This design comes from an exercise in tuning for small area on the open sky130 flow, not from production work. Where RTL was checked, it was by simulation tests only, not by an equivalence proof against the original. Function not checked in run 1: the RTL went through the layout flow alone. No activity file was given, so power comes from the tool's default toggle rates.

`flow/config.mk`:
```
export PLATFORM = sky130hd
export DESIGN_NAME = Cpu
export DESIGN_NICKNAME = Cpu
export VERILOG_FILES = /design/flow/design.v
export SDC_FILE = /design/flow/constraint.sdc
export NUM_CORES = 4
export LEC_CHECK = 0
export CAP_MARGIN = 20
export CORE_MARGIN = 2
export CORE_UTILIZATION = 50
export PLACE_DENSITY = 0.62
export SETUP_SLACK_MARGIN = 0.2
export SLEW_MARGIN = 20
export SYNTH_HIERARCHICAL = 1
```
`flow/constraint.sdc`:
```
create_clock -name core_clock -period 12.0 [get_ports {clk}]
set_input_delay 2.4000 -clock core_clock [delete_from_list [all_inputs] [get_ports {clk}]]
set_output_delay 2.4000 -clock core_clock [all_outputs]
set_load 0.01 [all_outputs]
```
`flow/design.v`:
```
module Cpu(
	clk,
	rst,
	instr_addr,
	instr,
	data_addr,
	data_in,
	data_out,
	mem_read,
	mem_write
);
input wire clk;
input wire rst;
output wire [31:0] instr_addr;
input wire [31:0] instr;
output wire [31:0] data_addr;
output wire [31:0] data_out;
input wire [31:0] data_in;
output wire mem_write;
output wire mem_read;
wire [5:0] op    = instr[31:26];
wire [4:0] rs    = instr[25:21];
wire [4:0] rt    = instr[20:16];
wire [4:0] rd    = instr[15:11];
wire [5:0] funct = instr[5:0];
wire [15:0] imm  = instr[15:0];
wire is_slt  = (op == 6'h00) & (funct == 6'h2A);
wire is_lw   = (op == 6'h23);
wire is_sw   = (op == 6'h2B);
wire is_addi = (op == 6'h08);
wire is_beq  = (op == 6'h04);
wire is_j    = (op == 6'h02);
wire is_halt = (op == 6'h3F);
wire use_imm   = is_lw | is_sw | is_addi;
wire wr_rt     = is_lw | is_addi;
wire reg_write = ~(is_sw | is_beq | is_halt);
wire [4:0] wa  = wr_rt ? rt : rd;
wire sub       = is_slt | is_beq;
reg [31:2] pc;
assign instr_addr = {pc, 2'b00};
reg  [31:1] valid;
wire [31:1] we;
wire [31:1] sel_a;
wire [31:1] sel_b;
wire [31:0] wdata;
wire [32*32-1:0] rf;
assign rf[31:0] = 32'd0;
genvar i;
genvar j;
generate
	for (i = 1; i < 32; i = i + 1) begin : r
		reg  [31:0] q;
		wire [31:0] d;
		assign we[i]    = reg_write & (wa == i);
		assign sel_a[i] = valid[i] & (rs == i);
		assign sel_b[i] = valid[i] & (rt == i);
		assign rf[32*i +: 32] = q;
		for (j = 0; j < 32; j = j + 1) begin : b
			rf_hold hold(.we(we[i]), .wen(~we[i]), .wd(wdata[j]), .q(q[j]), .d(d[j]));
		end
		always @(posedge clk)
			q <= d;
	end
endgenerate
always @(posedge clk or posedge rst)
	if (rst)
		valid <= 31'd0;
	else
		valid <= valid | we;
wire [32*10-1:0] ga_n;
wire [32*10-1:0] gb_n;
generate
	for (i = 0; i < 10; i = i + 1) begin : g
		for (j = 0; j < 32; j = j + 1) begin : b
			rf_aoi3 ra(.s0(sel_a[3*i+1]), .s1(sel_a[3*i+2]), .s2(sel_a[3*i+3]),
			           .a(rf[32*(3*i+1)+j]), .b(rf[32*(3*i+2)+j]), .c(rf[32*(3*i+3)+j]),
			           .y(ga_n[32*i+j]));
			rf_aoi3 rb(.s0(sel_b[3*i+1]), .s1(sel_b[3*i+2]), .s2(sel_b[3*i+3]),
			           .a(rf[32*(3*i+1)+j]), .b(rf[32*(3*i+2)+j]), .c(rf[32*(3*i+3)+j]),
			           .y(gb_n[32*i+j]));
		end
	end
endgenerate
reg [31:0] rs_data;
reg [31:0] rt_data;
integer k;
always @(*) begin
	rs_data = {32{sel_a[31]}} & rf[32*31 +: 32];
	rt_data = {32{sel_b[31]}} & rf[32*31 +: 32];
	for (k = 0; k < 10; k = k + 1) begin
		rs_data = rs_data | ~ga_n[32*k +: 32];
		rt_data = rt_data | ~gb_n[32*k +: 32];
	end
end
wire [31:0] imm_ext = {{16{imm[15]}}, imm};
wire [31:0] b   = use_imm ? imm_ext : (rt_data ^ {32{sub}});
wire [31:0] sum = rs_data + b + {31'd0, sub};
wire [31:0] p   = rs_data ^ b;
wire eq = &p;
wire lt = (rs_data[31] ^ rt_data[31]) ? rs_data[31] : sum[31];
assign wdata = is_lw ? data_in : (is_slt ? {31'd0, lt} : sum);
assign data_addr = sum;
assign data_out  = rt_data;
assign mem_read  = is_lw;
assign mem_write = is_sw;
wire [31:2] pc4    = pc + 30'd1;
wire [31:2] target = pc4 + imm_ext[29:0];
always @(posedge clk or posedge rst)
	if (rst)
		pc <= 30'h00000BFF;
	else if (is_beq & eq)
		pc <= target;
	else if (is_j)
		pc <= {pc4[31:28], instr[25:0]};
	else if (!is_halt)
		pc <= pc4;
endmodule
module rf_hold(
	input we,
	input wen,
	input wd,
	input q,
	output d
);
	assign d = (we & wd) | (wen & q);
endmodule
module rf_aoi3(
	input s0,
	input s1,
	input s2,
	input a,
	input b,
	input c,
	output y
);
	assign y = ~((s0 & a) | (s1 & b) | (s2 & c));
endmodule
```
`flow/flow/run.sh`:
```
#!/bin/bash
# Layout flow: the standard ORFS flow with smaller port buffers and a
# leaner clock tree (larger sink clusters, no dummy loads).
set -euo pipefail
export BUFFER_PORTS_ARGS="-buffer_cell sky130_fd_sc_hd__buf_2"
export CTS_ARGS="-sink_clustering_enable -repair_clock_nets -dont_use_dummy_load -sink_clustering_size 24 -sink_clustering_max_diameter 80"
bash standard.sh finish > standard_flow.log 2>&1
```
`flow/standard.sh`:
```
#!/bin/bash
# synth_recipe.tcl (not shown) runs the flow's synth.tcl, then flattens the netlist and writes it again
# the make line also repeats each setting of config.mk as NAME=value (left out here)
make -C /OpenROAD-flow-scripts/flow DESIGN_CONFIG=/design/flow/config.mk WORK_HOME=/design/flow/orfs CLKGATE_MAP_FILE= SYNTH_SCRIPT=/design/flow/synth_recipe.tcl "${@:-finish}"
```
==> run_results.csv, run 1 <==
group,metric,value,unit
status,status,"finished clean",
synthesis,yosys.area_share.adder,0.0185,
synthesis,yosysUniqueCellTypes,71,
detailed_routing,viasPerCell,7.98,
clocking,cts_resized,0,
finish,final_cell_mix,"a22o_1, dfxtp_1, a222oi_1, buf_2, nand2_1",
clocking,ctsHoldBuffers,0,
detailed_routing,first_pass_iters,17,
pwr,internal_power,5980,uW
pwr,swShare,0.351,
critical_path,end_kind,"output pin",
synthesis,ys_warn_count,7,
critical_path,start_kind,"primary input",
finish,area_growth,10.9,%
clocking,clk_pin_slew,0.06,ns
pwr,pwr-share-clk,0.213,
pwr,power.density,185,nW/um2
synthesis,synth_area_per_cell,11.2,um2
synthesis,synth_edf_count,0,
detailed_routing,remaining_drc_errors,0,
sta,max_freq,89.1,MHz
detailed_routing,routed_wl,202000,um
clocking,worstSkewPairLatency,0.72,ns
detailed_routing,vias,44000,
synthesis,synth.area.top_cells,"dfxtp_1, a22o_1, a222oi_1",
detailed_routing,post_drt_wl_per_cell,36.6,um
synthesis,netlist_instances,4021,
pwr,pwr-share-comb,0.264,
finish,seq_area,21400,um2
floorplanning,rows,110,
critical_path,critPathMaxStageDelay,0.76,ns
placement,place_hpwl,126000,um
min_path,hold_end,"pc[31]$_DFFE_PP0P_",
clocking,clock_path_buffers,3,
synthesis,synth_top_area_share,0.441,
synthesis,synth_flop_cell,"dfxtp_1",
clocking,cts-root-buf,"clkbuf_16",
placement,pre_cts_ws,1.05,ns
critical_path,r2r-end,"r[22].q[0]$_DFF_P_",
finish,final_common_cell,"a22o_1",
placement,place_area,48500,um2
pwr,vdd_ir_drop_max,0.163,mV
global_routing,grt_max_degree,62,
global_routing,grt_usage,0.413,
floorplanning,die_h,304,um
min_path,hold_depth,1,
pwr,power.net_switching,3230,uW
sta,slew_viol_final,0,
finish,nFillCells,7757,
synthesis,ys_seq_area_frac,0.476,
sta,hold_viol,0,
global_routing,grt-ovfl-total,0,
sta,timing.final.crit_share,0.936,
sta,rsz0062_at_grt,"no",
critical_path,slowest_stage,"nor3_1",
global_routing,grt_pass1_wl,287000,um
floorplanning,die_width,304,um
sta,setup_viol,0,
synthesis,async_flop_share,0.0579,
finish,final_area,49900,um2
finish,multi_input_area,23500,um2
clocking,cts_setup_buffers,0,
finish,drive_gt1_frac,0.117,
critical_path,crit_arrival,8.83,ns
synthesis,synth.largest_area_cell,"dfxtp_1",
global_routing,grt_pass1_vias,40300,
floorplanning,dieArea,92400,um2
synthesis,synth_compound_area_frac,0.395,
synthesis,synth_mux_area_frac,0.00228,
placement,gp_congestion,1.08,
clocking,numCtsBuffers,53,
sta,min_period,11.23,ns
sta,worst_slew_pin_slew,1.09,ns
critical_path,criticalPathCategory,"primary input to output pin",
synthesis,syn_area,45000,um2
critical_path,cp_max_fo,18,
detailed_routing,drtIter0Drc,10200,
synthesis,synthSimpleGateAreaFrac,0.0769,
critical_path,r2r_slack,5.02,ns
synthesis,synth_seq_cells,1053,
clocking,cts_tree,"done",
critical_path,critPathRequiredTime,9.60,ns
global_routing,grt_antenna_before_repair,0,
sta,fin_skew,0.0904,ns
floorplanning,core,89600,um2
pwr,power_frac_seq,0.523,
sta,setup-tns-final,0,ns
clocking,cts_max_level,2,
synthesis,synthXorXnorAreaFrac,0.0222,
critical_path,path_cells,"buf_2 > inv_1 > nor3_1 > and3_2 > buf_4 > a222oi_1 > nand4_1 > a2111o_1 > xnor2_1 > o21ai_0 > ha_1 > nand3_1 > nor2_1 > a21oi_1 > o21ai_0 > o211ai_1 > a21oi_1 > a31oi_1 > xnor2_1 > inv_1 > buf_2",
finish,layout.nets,4463,
pwr,power_leakage,0.0199,uW
clocking,clock-sinks,1053,
synthesis,synth_top_family_by_area,"compound AO/OA/AOI/OAI gates",
floorplanning,ios,164,
placement,numPortBuffers,161,
critical_path,r2r-start,"valid[30]$_DFF_PP0_",
sta,setup_slack,0.772,ns
detailed_routing,drtAntennaViolNets,0,
critical_path,r2r_cells,20,
sta,relSlewSlack,0.266,
min_path,hp-class,"flop to flop",
floorplanning,start_util,0.502,
min_path,min_from,"pc[31]$_DFFE_PP0P_",
run,maxCapViolCount,0,
## kinds of logic after synthesis
| kind of cell | after synthesis |
|---|---|
| flip-flops | 1053 |
| buffers and inverters | 109 |
| other | 1 |
| XOR/XNOR | 113 |
| multiplexers | 10 |
| adder cells (fa/ha/maj) | 65 |
| AO/OA/AOI/OAI | 2003 |
| AND/OR/NAND/NOR | 667 |
## cell type report
| type | count | share of cell area |
|---|---|---|
| multi-input cells | 2860 | 0.472 |
| well taps | 1176 | 0.0295 |
| inverters | 59 | 0.00444 |
| clock buffers | 53 | 0.0266 |
| repair buffers | 306 | 0.0386 |
| diodes | 1 | 0.0000502 |
| flip-flops and latches | 1053 | 0.429 |
## Yosys stat by module, one instance, submodules excluded
module,area [um2],cells inside,flops+latches
Cpu,29900,2389,1053
rf_aoi3,10.0,1,0
rf_hold,8.76,1,0
## worst max-delay path: cells and delay by family
family                   cells  cell delay (ns)
AND/OR/NAND/NOR              5             2.11
AO/OA/AOI/OAI                8             2.49
XOR/XNOR                     2             0.34
adder cells (fa/ha/maj)      1             0.37
buffers and inverters        5             1.10
## power by group through the flow
stage | Combinational (uW) | Clock [uW] | Sequential, uW
finish | 2430 | 1960 | 4820
global route | 2570 | 2080 | 4890
CTS | 2360 | 1970 | 4780
detailed placement | 2360 | 0 | 4840
global placement | 2330 | 0 | 4850
floorplan | 1540 | 0 | 4700
## per-layer routing
layer | up-vias | global-route usage | wire [um]
li1 | 18400 | - | -
met1 | 21300 | 0.579 | 79400
met2 | 3774 | 0.572 | 80500
met3 | 514 | 0.115 | 29500
met4 | 2 | 0.218 | 12000
met5 | - | 0.00413 | 48
## synth_stat cells, types with 25 or more instances
cell      instances
nor3_1           37
o21ai_0          70
dfrtp_1          50
a21oi_1          85
a2111o_1         60
nand2b_1         29
nand3_1          39
nand2_1         152
dfxtp_1         992
inv_1            58
a222oi_1        640
a22o_1         1015
nor2_1          115
xnor2_1          87
clkbuf_1         38
ha_1             61
and3_1           78
nand4_1         141
xor2_1           25
a21o_1           43
## stage by stage
step	utilization	hold WS (ns)	total power, uW	std cells
after detailed placement	0.541	0.456	7200	5452
after CTS	0.556	0.468	9110	5505
after floorplan	-	0.440	6240	4022
final	0.557	0.467	9210	5508
after global placement	0.541	0.453	7180	5452
after global routing	0.557	0.500	9540	5507
## flip-flops by register name (all words and copies together) (netlist names)
register  flops
r.q         992
valid        31
pc           30
## worst max path at each step
| stage | to | startpoint | cells after the start |
|---|---|---|---|
| finish | data_addr[31] | instr[18] | 21 |
| global route | data_addr[30] | instr[23] | 22 |
| CTS | data_addr[30] | instr[23] | 22 |
| detailed placement | data_addr[30] | instr[23] | 22 |
| global placement | data_addr[30] | instr[21] | 22 |
| floorplan | data_addr[30] | instr[18] | 24 |
==> run 2, diff against run 1 <==
--- a/flow/design.v
+++ b/flow/design.v
@@ -95,8 +95,7 @@
 wire [31:0] imm_ext = {{16{imm[15]}}, imm};
 wire [31:0] b   = use_imm ? imm_ext : (rt_data ^ {32{sub}});
 wire [31:0] sum = rs_data + b + {31'd0, sub};
-wire [31:0] p   = rs_data ^ b;
-wire eq = &p;
+wire eq = (rs_data == rt_data);
 wire lt = (rs_data[31] ^ rt_data[31]) ? rs_data[31] : sum[31];
 assign wdata = is_lw ? data_in : (is_slt ? {31'd0, lt} : sum);
 assign data_addr = sum;
==> flow/run.sh (new file) <==
#!/bin/bash
# synth_recipe.tcl (not shown) runs the flow's synth.tcl, then flattens the netlist and writes it again
# the make line also repeats each setting of config.mk as NAME=value (left out here)
make -C /OpenROAD-flow-scripts/flow DESIGN_CONFIG=/design/flow/config.mk WORK_HOME=/design/flow/orfs CLKGATE_MAP_FILE= SYNTH_SCRIPT=/design/flow/synth_recipe.tcl finish
--- a/flow/config.mk
+++ b/flow/config.mk
@@ -7,8 +7,7 @@
 export LEC_CHECK = 0
 export CAP_MARGIN = 20
 export CORE_MARGIN = 2
-export CORE_UTILIZATION = 50
-export PLACE_DENSITY = 0.62
+export CORE_UTILIZATION = 35
 export SETUP_SLACK_MARGIN = 0.2
 export SLEW_MARGIN = 20
 export SYNTH_HIERARCHICAL = 1
removed: flow/flow/run.sh
removed: flow/standard.sh
==> run 2 against run 1 <==
Compared with the run above: still clean; maximum frequency decreased by 2.5%; sequential share of layout area decreased by 3.2 points; via count increased by 2.2%; sequential cell count unchanged; first-iteration DRC count increased by 1.8%; non-clock buffer count increased by 14; clock-buffer cell count increased by 108; cell area increased by 8.2%; core utilization decreased by 13 points; critical path depth decreased by 4; hold slack improved by 0.0090 ns; wire length increased by 6.8%.
==> run_results.csv, run 2 <==
group,metric,value,unit
floorplanning,die_width,363,um
critical_path,cp_max_fo,21,
detailed_routing,post_drt_wl_per_cell,35.0,um
floorplanning,rows,131,
detailed_routing,remaining_drc_errors,0,
pwr,power_leakage,0.0216,uW
sta,max_freq,86.8,MHz
synthesis,async_flop_share,0.0579,
critical_path,path_cells,"clkdlybuf4s50_1 > nor2b_1 > nor2b_1 > and3_1 > buf_4 > a222oi_1 > nand4_1 > a2111o_1 > ha_1 > a21oi_1 > nor2b_1 > or3_1 > o41ai_1 > nor3_1 > buf_4 > inv_1 > clkdlybuf4s50_1",
pwr,power.density,232,nW/um2
pwr,vdd_ir_drop_max,0.133,mV
run,maxCapViolCount,0,
floorplanning,die_h,363,um
synthesis,synth_top_area_share,0.439,
critical_path,critPathMaxStageDelay,0.89,ns
synthesis,yosysUniqueCellTypes,72,
synthesis,synth_seq_cells,1053,
global_routing,grt-ovfl-total,0,
finish,area_growth,19.4,%
synthesis,synth.most_common_cell,"a22o_1",
floorplanning,dieArea,132000,um2
global_routing,grt_max_degree,62,
clocking,cts_setup_buffers,0,
sta,slew_viol_final,0,
sta,fin_skew,0.0822,ns
detailed_routing,first_pass_iters,14,
min_path,hold_depth,1,
floorplanning,core,128000,um2
global_routing,grt_pass1_wl,303000,um
min_path,hp-class,"flop to flop",
status,status,"finished clean",
critical_path,start_kind,"primary input",
synthesis,synth_top_family_by_area,"compound AO/OA/AOI/OAI gates",
clocking,cts_tree,"done",
finish,top_regs,"r.q (992), valid (31), pc (30)",
global_routing,use_met2,0.433,
finish,largest_register,"r.q",
clocking,cts_max_level,3,
synthesis,synth.largest_area_cell,"dfxtp_1",
synthesis,synth_area_per_cell,11.3,um2
critical_path,crit_arrival,9.12,ns
finish,final_common_cell,"a22o_1",
min_path,min_from,"valid[18]$_DFF_PP0_",
synthesis,synth_mux_area_frac,0.00631,
synthesis,yosys.area_share.adder,0.0182,
detailed_routing,drtAntennaViolNets,0,
detailed_routing,routed_wl,215000,um
clocking,clock-sinks,1053,
clocking,cts_resized,0,
finish,layout.nets,4527,
global_routing,grt-busiest-layer,"met2",
synthesis,synthXorXnorAreaFrac,0.0281,
synthesis,synth_flop_cell,"dfxtp_1",
clocking,ctsHoldBuffers,0,
synthesis,syn_area,45200,um2
synthesis,netlist_instances,4010,
clocking,clk_pin_slew,0.06,ns
synthesis,synthSimpleGateAreaFrac,0.0731,
critical_path,crit_top_cell,"nor2b_1",
critical_path,critPathRequiredTime,9.60,ns
detailed_routing,vias,44900,
critical_path,r2r_slack,5.50,ns
placement,numPortBuffers,161,
detailed_routing,viasPerCell,7.30,
sta,hold_viol,0,
detailed_routing,drtIter0Drc,10400,
critical_path,slowest_stage,"clkdlybuf4s50_1",
placement,gp_congestion,1.03,
synthesis,synth.area.top_cells,"dfxtp_1, a22o_1, a222oi_1",
clocking,cts-root-buf,"clkbuf_16",
finish,final_cell_mix,"a22o_1, dfxtp_1, a222oi_1, clkdlybuf4s50_1, buf_4",
critical_path,criticalPathCategory,"primary input to output pin",
synthesis,synth_edf_count,0,
sta,setup_slack,0.483,ns
global_routing,use_met3,0.0914,
critical_path,r2r-end,"r[10].q[29]$_DFF_P_",
finish,drive_gt1_frac,0.104,
placement,pre_cts_ws,0.422,ns
global_routing,use_met1,0.431,
critical_path,r2r_cells,20,
floorplanning,ios,164,
global_routing,grt_antenna_before_repair,9,
min_path,hold_end,"valid[18]$_DFF_PP0_",
synthesis,ys_seq_area_frac,0.473,
clocking,worstSkewPairLatency,0.75,ns
sta,rsz0062_at_grt,"yes",
clocking,numCtsBuffers,112,
critical_path,r2r-start,"valid[22]$_DFF_PP0_",
clocking,clock_path_buffers,3,
sta,setup-tns-final,0,ns
placement,place_hpwl,136000,um
sta,worst_slew_pin_slew,1.29,ns
floorplanning,start_util,0.354,
synthesis,synth_compound_area_frac,0.390,
global_routing,grt_usage,0.309,
finish,largest_reg_flops,992,
sta,timing.final.crit_share,0.960,
sta,min_period,11.52,ns
synthesis,ys_warn_count,7,
sta,setup_viol,0,
synthesis,yosys-top-cells-count,"a22o_1, dfxtp_1, a222oi_1",
global_routing,grt_pass1_vias,41300,
sta,relSlewSlack,0.137,
critical_path,end_kind,"output pin",
-- run 2: cell count changes after synthesis, moves of 7 or more --
cell / previous run / this run
xor2_1: 25 / 47
inv_1: 58 / 68
or2_2: 24 / 15
o21ai_0: 70 / 33
a21oi_1: 85 / 97
and3_1: 78 / 92
a221oi_1: 2 / 9
nand3_1: 39 / 30
xnor2_1: 87 / 98
a21o_1: 43 / 23
nand2_1: 152 / 135
mux2i_1: 8 / 24
nor2_1: 115 / 102
clkbuf_1: 38 / 28
-- run 2: critical path: cells and delay by family --
| family | cells | cell delay, ns |
|---|---|---|
| AOI/OAI and AO/OA | 4 | 1.98 |
| adders and majority gates | 1 | 0.41 |
| buffers and inverters | 5 | 2.20 |
| and+or+nand+nor | 7 | 2.08 |
-- run 2: kinds of logic (layout without fill, tap and decap cells) --
kind of cell | Yosys count | after routing
buffers and inverters | 116 | 590
AND/OR/NAND/NOR | 629 | 629
flip-flops | 1053 | 1053
XOR/XNOR | 145 | 145
multiplexers | 28 | 28
adder cells (fa/ha/maj) | 64 | 64
AO/OA/AOI/OAI | 1974 | 1974
other | 1 | 7
-- run 2: layer usage --
metal,wire (um),up-vias
met2,85500,3690
met1,87000,22100
met5,69,-
met3,30400,582
met4,12300,12
li1,-,18600
-- run 2: how the worst max path moves through the flow --
| stage | start | endpoint | depth (start not counted) |
|---|---|---|---|
| 2_1_floorplan | instr[16] | data_addr[22] | 21 |
| 3_3_place_gp | instr[20] | data_addr[31] | 22 |
| 3_5_place_dp | instr[16] | data_addr[24] | 22 |
| 4_1_cts | instr[16] | data_addr[24] | 22 |
| 5_1_grt | instr[19] | data_addr[30] | 23 |
| 6_report | instr[21] | data_addr[31] | 17 |
-- run 2: report_power, final --
part,switching [uW],leakage [uW],internal (uW)
Sequential,831,0.00877,4460
Clock,1540,0.00189,2100
Combinational,2090,0.0109,1480
-- run 2: layout make-up --
| cell class | count | area [um2] |
|---|---|---|
| inverters | 69 | 259 |
| repair buffers | 320 | 2810 |
| multi-input cells | 2842 | 23500 |
| clock buffers | 161 | 3330 |
| diodes | 5 | 12.5 |
| fillers | 12100 | 73900 |
| clock inverters | 40 | 509 |
| well taps | 1662 | 2080 |
| flip-flops and latches | 1053 | 21400 |
-- run 2: through the flow --
stage	util	cells	total power, uW	hold slack (ns)	instance area (um2)
2_1_floorplan	-	4011	7190	0.440	45200
3_3_place_gp	0.392	5946	8720	0.465	50100
3_5_place_dp	0.392	5946	8750	0.462	50100
4_1_cts	0.422	6147	12400	0.477	53900
5_1_grt	0.422	6147	13000	0.508	53900
6_report	0.422	6152	12500	0.476	54000
-- run 2: Yosys stat by module (local to each module, per instance) --
| module | area (um2) | flops+latches | copies in the design |
|---|---|---|---|
| Cpu | 30100 | 1053 | 1 |
| rf_aoi3 | 10.0 | 0 | 640 |
| rf_hold | 8.76 | 0 | 992 |
==> run 3, diff against run 2 <==
--- a/flow/design.v
+++ b/flow/design.v
@@ -35,7 +35,6 @@
 wire wr_rt     = is_lw | is_addi;
 wire reg_write = ~(is_sw | is_beq | is_halt);
 wire [4:0] wa  = wr_rt ? rt : rd;
-wire sub       = is_slt | is_beq;
 reg [31:2] pc;
 assign instr_addr = {pc, 2'b00};
 reg  [31:1] valid;
@@ -92,9 +91,11 @@
 		rt_data = rt_data | ~gb_n[32*k +: 32];
 	end
 end
+wire [31:2] pc4 = pc + 30'd1;
 wire [31:0] imm_ext = {{16{imm[15]}}, imm};
-wire [31:0] b   = use_imm ? imm_ext : (rt_data ^ {32{sub}});
-wire [31:0] sum = rs_data + b + {31'd0, sub};
+wire [31:0] a   = is_beq ? {2'b00, pc4} : rs_data;
+wire [31:0] b   = (use_imm | is_beq) ? imm_ext : (rt_data ^ {32{is_slt}});
+wire [31:0] sum = a + b + {31'd0, is_slt};
 wire eq = (rs_data == rt_data);
 wire lt = (rs_data[31] ^ rt_data[31]) ? rs_data[31] : sum[31];
 assign wdata = is_lw ? data_in : (is_slt ? {31'd0, lt} : sum);
@@ -102,8 +103,7 @@
 assign data_out  = rt_data;
 assign mem_read  = is_lw;
 assign mem_write = is_sw;
-wire [31:2] pc4    = pc + 30'd1;
-wire [31:2] target = pc4 + imm_ext[29:0];
+wire [31:2] target = sum[29:0];
 always @(posedge clk or posedge rst)
 	if (rst)
 		pc <= 30'h00000BFF;
==> flow/flow/run.sh (new file) <==
#!/bin/bash
# Layout flow: the standard ORFS flow with smaller port buffers and a
# leaner clock tree (larger sink clusters, no dummy loads).
set -euo pipefail
export BUFFER_PORTS_ARGS="-buffer_cell sky130_fd_sc_hd__buf_1"
export CTS_ARGS="-sink_clustering_enable -repair_clock_nets -dont_use_dummy_load -sink_clustering_size 24 -sink_clustering_max_diameter 80"
bash standard.sh finish > standard_flow.log 2>&1
==> flow/standard.sh (new file) <==
#!/bin/bash
# synth_recipe.tcl (not shown) runs the flow's synth.tcl, then flattens the netlist and writes it again
# the make line also repeats each setting of config.mk as NAME=value (left out here)
make -C /OpenROAD-flow-scripts/flow DESIGN_CONFIG=/design/flow/config.mk WORK_HOME=/design/flow/orfs CLKGATE_MAP_FILE= SYNTH_SCRIPT=/design/flow/synth_recipe.tcl "${@:-finish}"
==> flow/config.mk (replaced) <==
export PLATFORM = sky130hd
export DESIGN_NAME = Cpu
export DESIGN_NICKNAME = Cpu
export VERILOG_FILES = /design/flow/design.v
export SDC_FILE = /design/flow/constraint.sdc
export NUM_CORES = 4
export LEC_CHECK = 0
export CAP_MARGIN = 10
export CORE_MARGIN = 2
export CORE_UTILIZATION = 50
export PLACE_DENSITY = 0.62
export SETUP_SLACK_MARGIN = 0.2
export SLEW_MARGIN = 10
export SYNTH_HIERARCHICAL = 1
removed: flow/run.sh
==> run 3 against run 2 <==
Compared with the run above: synthesized cell count decreased by 3.1%; sequential share of layout area increased by 4.2 points; clock-buffer cell count decreased by 107; maximum frequency increased by 0.76%; largest cell class unchanged; still clean on timing, DRC and antenna.
==> run_results.csv, run 3 <==
group,metric,value,unit
status,status,"finished clean",
synthesis,ys_seq_area_frac,0.484,
synthesis,async_flop_share,0.0579,
detailed_routing,drtAntennaViolNets,0,
finish,stdcell_count,5382,
synthesis,synth.most_common_cell,"a22o_1",
sta,whs,0.484,ns
sta,worst_slew_pin_slew,1.29,ns
finish,area_growth,10.4,%
clocking,ctsHoldBuffers,0,
synthesis,synth_top_area_share,0.450,
sta,rsz0062_at_grt,"no",
pwr,power_leakage,0.0190,uW
sta,setup_viol,0,
synthesis,synth_edf_count,0,
finish,final_cell_mix,"a22o_1, dfxtp_1, a222oi_1, buf_4, buf_1",
detailed_routing,routed_wl,215000,um
clocking,cts_tree,"done",
global_routing,grt-ovfl-total,0,
detailed_routing,post_drt_wl_per_cell,40.0,um
clocking,clock-sinks,1053,
floorplanning,dieArea,90800,um2
min_path,min_from,"valid[6]$_DFF_PP0_",
critical_path,slowest_stage,"a2111o_1",
finish,nFillCells,7794,
sta,setup-tns-final,0,ns
sta,relSlewSlack,0.138,
finish,largest_reg_flops,992,
detailed_routing,viasPerCell,8.23,
synthesis,yosys-top-cells-count,"a22o_1, dfxtp_1, a222oi_1",
min_path,hold_end,"valid[6]$_DFF_PP0_",
critical_path,end_kind,"output pin",
floorplanning,core,88000,um2
synthesis,synth_area_per_cell,11.4,um2
min_path,hp-class,"flop to flop",
critical_path,r2r-end,"r[11].q[29]$_DFF_P_",
finish,largest_register,"r.q",
global_routing,grt_usage,0.452,
critical_path,start_kind,"primary input",
placement,numPortBuffers,161,
floorplanning,rows,109,
floorplanning,ios,164,
sta,timing.final.crit_share,0.952,
synthesis,ys_warn_count,7,
critical_path,crit_arrival,9.03,ns
clocking,cts-root-buf,"clkbuf_16",
finish,drive_gt1_frac,0.0791,
detailed_routing,first_pass_iters,14,
detailed_routing,remaining_drc_errors,0,
synthesis,synth.area.top_cells,"dfxtp_1, a22o_1, a222oi_1",
floorplanning,die_width,301,um
detailed_routing,vias,44300,
critical_path,path_cells,"buf_1 > nor2b_1 > and2_1 > and3_1 > buf_4 > a222oi_1 > nand4_1 > a2111o_1 > xnor2_1 > a21oi_1 > ha_1 > nand2_1 > o31ai_1 > a41oi_1 > o221ai_1 > a41oi_1 > nor2b_1 > xnor2_1 > buf_1",
synthesis,synth.largest_area_cell,"dfxtp_1",
min_path,hold_depth,1,
clocking,worstSkewPairLatency,0.69,ns
synthesis,yosysUniqueCellTypes,66,
critical_path,critPathMaxStageDelay,0.69,ns
global_routing,grt_max_degree,62,
global_routing,use_met2,0.649,
floorplanning,start_util,0.502,
clocking,clk_pin_slew,0.06,ns
detailed_routing,drtIter0Drc,10100,
placement,place_hpwl,137000,um
sta,slew_viol_final,0,
global_routing,use_met3,0.152,
clocking,cts_max_level,2,
global_routing,grt-busiest-layer,"met2",
critical_path,r2r-start,"valid[7]$_DFF_PP0_",
pwr,vdd_ir_drop_max,0.228,mV
global_routing,grt_pass1_vias,39400,
pwr,power.density,210,nW/um2
floorplanning,die_h,301,um
placement,place_inst,5323,
critical_path,critPathRequiredTime,9.60,ns
finish,seq_area,21400,um2
sta,min_period,11.43,ns
clocking,clock_path_buffers,3,
synthesis,netlist_instances,3885,
sta,fin_skew,0.0699,ns
finish,multi_input_area,22500,um2
pwr,finalPower,10200,uW
finish,top_regs,"r.q (992), valid (31), pc (30)",
finish,layout.nets,4313,
sta,max_freq,87.5,MHz
finish,final_common_cell,"a22o_1",
critical_path,cp_max_fo,11,
synthesis,synth_seq_cells,1053,
critical_path,criticalPathCategory,"primary input to output pin",
critical_path,r2r_slack,5.00,ns
critical_path,r2r_cells,18,
global_routing,grt_pass1_wl,300000,um
global_routing,use_met1,0.589,
global_routing,grt_antenna_before_repair,26,
run,maxCapViolCount,0,
synthesis,synth_flop_cell,"dfxtp_1",
synthesis,syn_area,44200,um2
clocking,numCtsBuffers,54,
sta,hold_viol,0,
placement,gp_congestion,1.02,
## run 3: cell types whose count changed in the layout (fill, tap and decap cells not counted), moves of 20 or more
cell,before,now
buf_1,0,161
clkdlybuf4s50_1,159,0
clkbuf_16,117,54
a21oi_1,97,58
ha_1,60,31
clkbuf_8,24,0
clkbuf_1,20,0
## run 3: repair_timing
| action | CTS | global route |
|---|---|---|
| resized for setup | 0 | 3 |
| endpoints found under the setup margin | 0 | 2 |
| setup buffers | 0 | 0 |
## run 3: worst max path at each step
stage                         start             to  slack [ns]  depth (start not counted)
after floorplan           instr[18]  data_addr[28]        2.37                         21
after global placement    instr[18]  data_addr[28]        0.82                         22
after detailed placement  instr[18]  data_addr[28]        0.62                         22
after CTS                 instr[18]  data_addr[28]        0.62                         22
after global routing      instr[18]  data_addr[28]        0.34                         19
final                     instr[18]  data_addr[28]        0.57                         19
## run 3: layout make-up
type	instances	share of cell area
clock buffers	54	0.0277
flip-flops and latches	1053	0.439
inverters	51	0.00393
diodes	5	0.000257
multi-input cells	2724	0.461
well taps	1165	0.0299
repair buffers	330	0.0384
## run 3: cell families (layout without fill, tap and decap cells)
| group | Yosys count | in the layout | synth area share |
|---|---|---|---|
| AO/OA/AOI/OAI | 1935 | 1935 | 0.394 |
| XOR/XNOR | 119 | 119 | 0.0236 |
| adder cells (fa/ha/maj) | 33 | 33 | 0.00969 |
| buffers and inverters | 109 | 435 | 0.0109 |
| flip-flops | 1053 | 1053 | 0.484 |
| multiplexers | 21 | 21 | 0.00481 |
| other | 1 | 7 | 0.0000849 |
| AND/OR/NAND/NOR | 614 | 614 | 0.0728 |
## run 3: stage by stage
stage,area [um2],setup WS (ns),utilization
3_5_place_dp,47400,0.624,0.539
3_3_place_gp,47400,0.817,0.539
2_1_floorplan,44200,2.37,-
5_1_grt,48800,0.342,0.554
4_1_cts,48700,0.619,0.554
6_report,48800,0.570,0.554
## run 3: power breakdown
part	switching (uW)	internal (uW)	leakage, uW
Sequential	813	4450	0.00877
Combinational	1900	1090	0.00953
Clock	1170	800	0.000665
## run 3: per-layer routing
layer | vias up | wire [um]
li1 | 17900 | -
met1 | 21600 | 79100
met2 | 3922 | 88500
met3 | 826 | 31900
met4 | 36 | 15700
met5 | - | 218
## run 3: worst max-delay path, delay by kind of cell
family | cells | cell delay [ns]
XOR/XNOR | 2 | 0.54
buffers and inverters | 3 | 0.88
AND/OR/NAND/NOR | 6 | 1.77
AO/OA/AOI/OAI | 7 | 3.04
adder cells (fa/ha/maj) | 1 | 0.36
## run 3: modules after synthesis (local to each module, per instance)
| module | flip-flops and latches | times used | cells inside | cell area [um2] |
|---|---|---|---|---|
| rf_aoi3 | 0 | 640 | 1 | 10.0 |
| rf_hold | 0 | 992 | 1 | 8.76 |
| Cpu | 1053 | 1 | 2253 | 29100 |
==> run 4, diff against run 3 <==
--- a/flow/design.v
+++ b/flow/design.v
@@ -91,11 +91,10 @@
 		rt_data = rt_data | ~gb_n[32*k +: 32];
 	end
 end
-wire [31:2] pc4 = pc + 30'd1;
 wire [31:0] imm_ext = {{16{imm[15]}}, imm};
-wire [31:0] a   = is_beq ? {2'b00, pc4} : rs_data;
+wire [31:0] a   = is_beq ? {2'b00, pc} : rs_data;
 wire [31:0] b   = (use_imm | is_beq) ? imm_ext : (rt_data ^ {32{is_slt}});
-wire [31:0] sum = a + b + {31'd0, is_slt};
+wire [31:0] sum = a + b + {31'd0, is_slt | is_beq};
 wire eq = (rs_data == rt_data);
 wire lt = (rs_data[31] ^ rt_data[31]) ? rs_data[31] : sum[31];
 assign wdata = is_lw ? data_in : (is_slt ? {31'd0, lt} : sum);
@@ -103,16 +102,29 @@
 assign data_out  = rt_data;
 assign mem_read  = is_lw;
 assign mem_write = is_sw;
-wire [31:2] target = sum[29:0];
+wire [31:2] pc_inc;
+wire [32:2] pc_c;
+assign pc_c[2] = ~is_halt;
+wire taken = is_beq & eq;
+wire keep  = ~(taken | is_j);
+wire [31:2] pc_d;
+generate
+	for (i = 2; i < 32; i = i + 1) begin : pn
+		pc_inc_bit inc(.a(pc[i]), .ci(pc_c[i]), .s(pc_inc[i]), .co(pc_c[i+1]));
+		if (i < 28) begin : lo
+			pc_sel3 sel(.s0(taken), .a(sum[i-2]), .s1(is_j), .b(instr[i-2]),
+			            .s2(keep), .c(pc_inc[i]), .y(pc_d[i]));
+		end else begin : hi
+			pc_sel3 sel(.s0(taken), .a(sum[i-2]), .s1(1'b0), .b(1'b0),
+			            .s2(~taken), .c(pc_inc[i]), .y(pc_d[i]));
+		end
+	end
+endgenerate
 always @(posedge clk or posedge rst)
 	if (rst)
 		pc <= 30'h00000BFF;
-	else if (is_beq & eq)
-		pc <= target;
-	else if (is_j)
-		pc <= {pc4[31:28], instr[25:0]};
-	else if (!is_halt)
-		pc <= pc4;
+	else
+		pc <= pc_d;
 endmodule
 module rf_hold(
 	input we,
@@ -134,3 +146,23 @@
 );
 	assign y = ~((s0 & a) | (s1 & b) | (s2 & c));
 endmodule
+module pc_inc_bit(
+	input a,
+	input ci,
+	output s,
+	output co
+);
+	assign s  = a ^ ci;
+	assign co = a & ci;
+endmodule
+module pc_sel3(
+	input s0,
+	input a,
+	input s1,
+	input b,
+	input s2,
+	input c,
+	output y
+);
+	assign y = (s0 & a) | (s1 & b) | (s2 & c);
+endmodule
==> flow/flow/run.sh (replaced) <==
#!/bin/bash
# Layout flow: the standard ORFS flow with smaller port buffers and a
# leaner clock tree (larger sink clusters, no dummy loads).
set -euo pipefail
export BUFFER_PORTS_ARGS="-buffer_cell sky130_fd_sc_hd__buf_1"
export CTS_ARGS="-sink_clustering_enable -repair_clock_nets -dont_use_dummy_load -sink_clustering_size 28 -sink_clustering_max_diameter 70"
bash standard.sh finish > standard_flow.log 2>&1
==> run 4 against run 3 <==
Compared with the run above: critical endpoint unchanged; combinational power fell by 16%; cell area fell by 0.60%; synthesized cell count fell by 3.1%; critical path type unchanged; still clean.
==> run_results.csv, run 4 <==
group,metric,value,unit
pwr,power.density,196,nW/um2
sta,hold_viol,0,
status,status,"finished clean",
clocking,clock-sinks,1053,
finish,drive_gt1_frac,0.0800,
sta,timing.final.crit_share,0.941,
clocking,ctsHoldBuffers,0,
detailed_routing,routed_wl,208000,um
finish,area_growth,11.0,%
clocking,clk_pin_slew,0.09,ns
pwr,internal_power,6040,uW
clocking,cts_max_level,2,
clocking,cts_tree,"done",
finish,largest_reg_flops,992,
synthesis,netlist_instances,3765,
global_routing,grt-ovfl-total,0,
pwr,pwr-share-comb,0.265,
finish,nFillCells,7555,
critical_path,criticalPathCategory,"primary input to output pin",
synthesis,ys_warn_count,7,
critical_path,start_kind,"primary input",
pwr,power.net_switching,3450,uW
pwr,power_frac_seq,0.526,
pwr,power_leakage,0.0189,uW
floorplanning,dieArea,89800,um2
critical_path,end_kind,"output pin",
clocking,numCtsBuffers,55,
synthesis,syn_area,43700,um2
critical_path,crit_arrival,8.89,ns
synthesis,synth_area_per_cell,11.6,um2
pwr,pwr-share-clk,0.209,
pwr,vdd_ir_drop_max,0.189,mV
synthesis,synth_seq_cells,1053,
critical_path,critPathRequiredTime,9.60,ns
finish,final_cell_mix,"a22o_1, dfxtp_1, a222oi_1, buf_4, buf_1",
finish,final_common_cell,"a22o_1",
finish,multi_input_area,22100,um2
clocking,clock_path_buffers,3,
synthesis,yosys-top-cells-count,"a22o_1, dfxtp_1, a222oi_1",
synthesis,synth_top_area_share,0.455,
sta,min_period,11.29,ns
synthesis,synth.largest_area_cell,"dfxtp_1",
run,maxCapViolCount,0,
finish,seq_area,21400,um2
clocking,cts-root-buf,"clkbuf_16",
floorplanning,rows,108,
finish,top_regs,"r.q (992), valid (31), pc (30)",
synthesis,ys_seq_area_frac,0.490,
synthesis,synth_edf_count,0,
sta,relSlewSlack,0.137,
finish,largest_register,"r.q",
floorplanning,ios,164,
sta,fin_skew,0.0862,ns
detailed_routing,drtIter0Drc,10600,
floorplanning,die_width,300,um
clocking,cts_setup_buffers,0,
detailed_routing,first_pass_iters,11,
detailed_routing,remaining_drc_errors,0,
detailed_routing,viasPerCell,8.20,
pwr,finalPower,9490,uW
clocking,worstSkewPairLatency,0.73,ns
sta,setup-tns-final,0,ns
global_routing,grt_max_degree,62,
placement,numPortBuffers,161,
clocking,cts_resized,0,
critical_path,cp_max_fo,32,
sta,worst_slew_pin_slew,1.29,ns
global_routing,grt_antenna_before_repair,10,
sta,slew_viol_final,0,
min_path,hp-class,"flop to flop",
floorplanning,core,86600,um2
synthesis,async_flop_share,0.0579,
detailed_routing,post_drt_wl_per_cell,39.4,um
placement,gp_congestion,1.01,
synthesis,yosysUniqueCellTypes,67,
detailed_routing,vias,43200,
synthesis,synth.area.top_cells,"dfxtp_1, a22o_1, a222oi_1",
floorplanning,start_util,0.504,
global_routing,grt_pass1_vias,39400,
synthesis,synth.most_common_cell,"a22o_1",
detailed_routing,drtAntennaViolNets,0,
global_routing,grt_pass1_wl,290000,um
sta,max_freq,88.6,MHz
floorplanning,die_h,300,um
sta,setup_viol,0,
finish,layout.nets,4240,
placement,place_hpwl,130000,um
sta,rsz0062_at_grt,"no",
pwr,swShare,0.364,
synthesis,synth_flop_cell,"dfxtp_1",
global_routing,grt_usage,0.438,
[run 4: final timing paths]
path,from,endpoint,slack [ns],cells after the start
setup / recovery,instr[18],data_addr[28],0.71,21
hold / removal,valid[3]$_DFF_PP0_,valid[3]$_DFF_PP0_,0.49,1
setup reg to reg,pc[2]$_DFF_PP1_,pc[31]$_DFF_PP0_,4.94,32
hold reg to reg,valid[3]$_DFF_PP0_,valid[3]$_DFF_PP0_,0.49,1
max in group asynchronous,rst,valid[28]$_DFF_PP0_,9.28,3
min in group asynchronous,rst,pc[12]$_DFF_PP0_,1.99,3
[run 4: per-layer routing]
layer  wire length (um)  track usage
met5                135      0.00476
met4              14500        0.247
met3              30100        0.138
met2              84500        0.628
met1              78400        0.582
[run 4: through the flow]
stage               utilization  hold WS, ns  std cells  setup slack [ns]  area, um2
detailed placement        0.544        0.465       5210              1.01      47100
floorplan                     -        0.439       3774              2.35      43700
global route              0.560        0.500       5265             0.600      48500
finish                    0.560        0.489       5268             0.711      48500
CTS                       0.560        0.489       5265             0.982      48500
global placement          0.544        0.465       5210              1.02      47100
[run 4: cells by family after synthesis]
kind of cell | count (synthesis) | synth area share
DFF | 1053 | 0.490
and+or+nand+nor | 520 | 0.0644
adders and majority gates | 62 | 0.0181
AOI/OAI and AO/OA | 1910 | 0.396
muxes | 4 | 0.000945
xor gates and xnor gates | 96 | 0.0192
buffers and inverters | 119 | 0.0111
other | 1 | 0.0000858
[run 4: power groups by stage]
stage	Sequential (uW)	Clock (uW)	Combinational, uW
final	4990	1990	2510
after global routing	5070	2090	2590
after CTS	4940	1980	2400
after detailed placement	5010	0	2390
after global placement	5020	0	2360
after floorplan	4830	0	1430
[run 4: final cells by class]
type | instances | area share
flip-flops and latches | 1053 | 0.441
well taps | 1155 | 0.0298
multi-input cells | 2602 | 0.456
repair buffers | 324 | 0.0380
diodes | 3 | 0.000155
inverters | 76 | 0.00588
clock buffers | 55 | 0.0284
[run 4: modules after synthesis, one instance, submodules excluded]
module	area [um2]	copies in the design	flops+latches	cells inside
Cpu	27800	1	1053	2043
rf_aoi3	10.0	640	0	1
rf_hold	8.76	992	0	1
pc_inc_bit	12.5	30	0	1
pc_sel3	13.8	30	0	2
[run 4: critical path: stages]
cell	delay (ns)
buf_1	0.51
nor2b_1	0.51
and2_1	0.27
and3_2	0.78
a222oi_1	0.30
nand4_1	0.23
a2111o_1	0.32
xnor2_1	0.10
nor2_1	0.11
a21oi_1	0.07
fa_1	0.48
fa_1	0.48
nor2b_1	0.13
o21ai_1	0.08
a21o_1	0.21
a31o_2	0.27
o31a_1	0.36
o21a_1	0.29
o31ai_1	0.42
xor2_1	0.36
buf_1	0.20
==> run 5, diff against run 4 <==
==> flow/flow/run.sh (replaced) <==
#!/bin/bash
# Layout flow: the standard ORFS flow with smaller port buffers and a
# leaner clock tree (larger sink clusters, no dummy loads).
set -euo pipefail
export BUFFER_PORTS_ARGS="-buffer_cell sky130_fd_sc_hd__buf_1"
export CTS_ARGS="-sink_clustering_enable -repair_clock_nets -dont_use_dummy_load -sink_clustering_size 28 -sink_clustering_max_diameter 85"
bash standard.sh finish > standard_flow.log 2>&1
==> run 5 against run 4 <==
Compared with the run above: synthesized cell count stayed put; first-iteration DRC count is 0.80% higher; largest power group unchanged; combinational power hardly changed; clock skew is 0.017 ns lower; global-route usage is 0.085 points lower; total power is 1.3% lower; clock-buffer cell count is 7 lower; core utilization is 0.20 points lower; setup slack worse by 0.056 ns; critical endpoint unchanged; sequential share of layout area is 0.16 points higher; still clean on timing, DRC and antenna.
==> run_results.csv, run 5 <==
group,metric,value,unit
floorplanning,ios,164,
sta,setup_viol,0,
status,status,"finished clean",
clocking,cts_max_level,2,
finish,final_common_cell,"a22o_1",
detailed_routing,routed_wl,207000,um
global_routing,grt_usage,0.437,
sta,max_freq,88.1,MHz
clocking,cts_resized,0,
sta,worst_slew_pin_slew,1.34,ns
finish,layout.nets,4233,
sta,timing.final.crit_share,0.945,
finish,final_area,48300,um2
detailed_routing,drtAntennaViolNets,0,
finish,largest_register,"r.q",
detailed_routing,drtIter0Drc,10700,
synthesis,async_flop_share,0.0579,
global_routing,grt_antenna_before_repair,16,
synthesis,synth_edf_count,0,
finish,final_cell_mix,"a22o_1, dfxtp_1, a222oi_1, buf_4, buf_1",
sta,rsz0062_at_grt,"no",
critical_path,crit_arrival,8.94,ns
placement,numPortBuffers,161,
clocking,cts_tree,"done",
clocking,ctsHoldBuffers,0,
pwr,power.density,194,nW/um2
critical_path,critPathMaxStageDelay,0.79,ns
sta,hold_viol,0,
floorplanning,core,86600,um2
sta,relSlewSlack,0.103,
placement,gp_congestion,1.01,
critical_path,end_kind,"output pin",
global_routing,grt_pass1_wl,290000,um
floorplanning,start_util,0.504,
placement,place_area,47100,um2
floorplanning,die_h,300,um
clocking,worstSkewPairLatency,0.68,ns
global_routing,grt_max_degree,62,
run,maxCapViolCount,0,
synthesis,synth.largest_area_cell,"dfxtp_1",
synthesis,yosys-top-cells-count,"a22o_1, dfxtp_1, a222oi_1",
critical_path,start_kind,"primary input",
clocking,clk_pin_slew,0.11,ns
floorplanning,rows,108,
synthesis,synth_area_per_cell,11.6,um2
critical_path,path_cells,"buf_1 > nor2b_1 > and2_1 > and3_2 > a222oi_1 > nand4_1 > a2111o_1 > xnor2_1 > nor2_1 > a21oi_1 > fa_1 > fa_1 > nor2b_1 > o21ai_1 > a21o_1 > a31o_2 > o31a_1 > o21a_1 > o31ai_1 > xor2_1 > buf_1",
detailed_routing,first_pass_iters,15,
synthesis,synth.most_common_cell,"a22o_1",
global_routing,grt-ovfl-total,0,
synthesis,ys_warn_count,7,
floorplanning,die_width,300,um
floorplanning,dieArea,89800,um2
critical_path,criticalPathCategory,"primary input to output pin",
sta,min_period,11.34,ns
pwr,power_leakage,0.0189,uW
sta,slew_viol_final,0,
finish,nFillCells,7571,
synthesis,yosysUniqueCellTypes,67,
clocking,clock_path_buffers,3,
clocking,cts_setup_buffers,0,
sta,setup-tns-final,0,ns
pwr,vdd_ir_drop_max,0.174,mV
sta,fin_skew,0.0688,ns
synthesis,synth_top_area_share,0.455,
detailed_routing,vias,43200,
critical_path,critPathRequiredTime,9.60,ns
finish,top_regs,"r.q (992), valid (31), pc (30)",
placement,place_hpwl,130000,um
clocking,cts-root-buf,"clkbuf_16",
finish,final_util,0.558,
clocking,clock-sinks,1053,
synthesis,ys_seq_area_frac,0.490,
synthesis,synth_flop_cell,"dfxtp_1",
synthesis,synth_seq_cells,1053,
global_routing,grt_pass1_vias,39500,
synthesis,syn_area,43700,um2
detailed_routing,viasPerCell,8.21,
synthesis,netlist_instances,3765,
finish,largest_reg_flops,992,
synthesis,synth.area.top_cells,"dfxtp_1, a22o_1, a222oi_1",
detailed_routing,post_drt_wl_per_cell,39.3,um
clocking,numCtsBuffers,48,
critical_path,slowest_stage,"and3_2",
min_path,hp-class,"flop to flop",
finish,area_growth,10.6,%
finish,drive_gt1_frac,0.0785,
critical_path,cp_max_fo,32,
detailed_routing,remaining_drc_errors,0,
-- run 5: cell counts after synthesis --
No cell type changed its count.
-- run 5: cell type report --
| type | count | area, um2 | share of cell area |
|---|---|---|---|
| multi-input combinational | 2602 | 22100 | 0.458 |
| sequential | 1053 | 21400 | 0.443 |
| timing repair buffer | 324 | 1840 | 0.0381 |
| tap | 1155 | 1450 | 0.0299 |
| clock buffer | 48 | 1200 | 0.0249 |
| inverter | 76 | 285 | 0.00591 |
| antenna | 4 | 10.0 | 0.000207 |
-- run 5: Yosys stat by module, one instance, submodules excluded --
module,cell area [um2],cells
pc_inc_bit,12.5,1
pc_sel3,13.8,2
rf_hold,8.76,1
rf_aoi3,10.0,1
Cpu,27800,2043
-- run 5: layer usage --
| layer | share of wire | GRT usage | routed length, um |
|---|---|---|---|
| met1 | 0.37 | 0.578 | 77300 |
| met2 | 0.41 | 0.628 | 84300 |
| met3 | 0.15 | 0.140 | 30700 |
| met4 | 0.070 | 0.246 | 14600 |
| met5 | 0.00057 | 0.00476 | 118 |
-- run 5: report_power, final --
part           internal [uW]  switching [uW]  total (uW)
logic                    915            1600        2520
registers               4310             679        4990
clock network            718            1140        1860
-- run 5: cells by family after synthesis --
logic type / Yosys count / share of synthesized area
compound gates: 1910 / 0.396
simple gates: 520 / 0.0644
buf+inv: 119 / 0.0111
xor+xnor: 96 / 0.0192
other cells: 1 / 0.0000858
fa+ha+maj: 62 / 0.0181
flops: 1053 / 0.490
mux: 4 / 0.000945
-- run 5: worst paths after layout --
path,cells past startpoint,slack (ns),to,startpoint
min reg2reg,1,0.49,valid[10]$_DFF_PP0_,valid[10]$_DFF_PP0_
max,21,0.66,data_addr[28],instr[18]
max in group asynchronous,3,9.27,pc[28]$_DFF_PP0_,rst
min in group asynchronous,3,2.02,pc[12]$_DFF_PP0_,rst
min,1,0.49,valid[10]$_DFF_PP0_,valid[10]$_DFF_PP0_
max reg2reg,32,4.92,pc[31]$_DFF_PP0_,pc[2]$_DFF_PP1_
-- run 5: stage by stage --
stage | cells | total power (uW) | hold WS (ns) | worst slack [ns]
final | 5262 | 9370 | 0.492 | 0.655
after global routing | 5259 | 9630 | 0.505 | 0.557
after CTS | 5258 | 9200 | 0.494 | 0.982
after detailed placement | 5210 | 7400 | 0.465 | 1.01
after global placement | 5210 | 7370 | 0.465 | 1.02
after floorplan | 3774 | 6260 | 0.439 | 2.35
-- run 5: critical path, delay by kind of cell --
| family | cells | cell delay [ns] |
|---|---|---|
| compound gates | 9 | 2.33 |
| fa+ha+maj | 2 | 0.96 |
| buf+inv | 2 | 0.72 |
| simple gates | 6 | 2.07 |
| xor+xnor | 2 | 0.45 |

==> afterwards: timing with drivers on the ports <==
The flow's constraints put no driver on any port. The routed layouts listed below were extracted and timed again, unchanged, in two steps.
Step 1 (the two cells are an assumption about what drives the block):
set clk [get_ports {clk}]
set_driving_cell -lib_cell sky130_fd_sc_hd__clkbuf_16 $clk
set_driving_cell -lib_cell sky130_fd_sc_hd__buf_2 [delete_from_list [all_inputs] $clk]
Step 2 also shifts input and output timing later by t, the mid clock arrival at the registers, as if the neighbouring blocks saw the same clock.
a / b / c = ideal ports / drivers / drivers and shift; a / b = the first two.
| run | t (ns) | slack for setup (ns) | worst hold slack (ns) | latest minus earliest clock arrival (ns) | worst register clock-pin slew, ns |
|---|---|---|---|---|---|
| run 1 | 0.748 | 0.772 / 0.724 / 0.724 | 0.467 / 0.467 / 0.467 | 0.090 / 0.090 | 0.10 / 0.10 |
| run 2 | 0.786 | 0.483 / 0.454 / 0.454 | 0.476 / 0.476 / 0.476 | 0.082 / 0.082 | 0.07 / 0.07 |
| run 3 | 0.739 | 0.570 / 0.455 / 0.455 | 0.484 / 0.484 / 0.484 | 0.070 / 0.070 | 0.10 / 0.10 |
| run 4 | 0.752 | 0.711 / 0.674 / 0.674 | 0.489 / 0.489 / 0.489 | 0.086 / 0.086 | 0.12 / 0.12 |
| run 5 | 0.715 | 0.655 / 0.622 / 0.622 | 0.492 / 0.492 / 0.492 | 0.068 / 0.069 | 0.11 / 0.11 |
After both steps setup and hold are still met in every run listed. The setup slack of run 3, which loses most, moves by -0.115 ns with the drivers and by -0.115 ns with both steps.
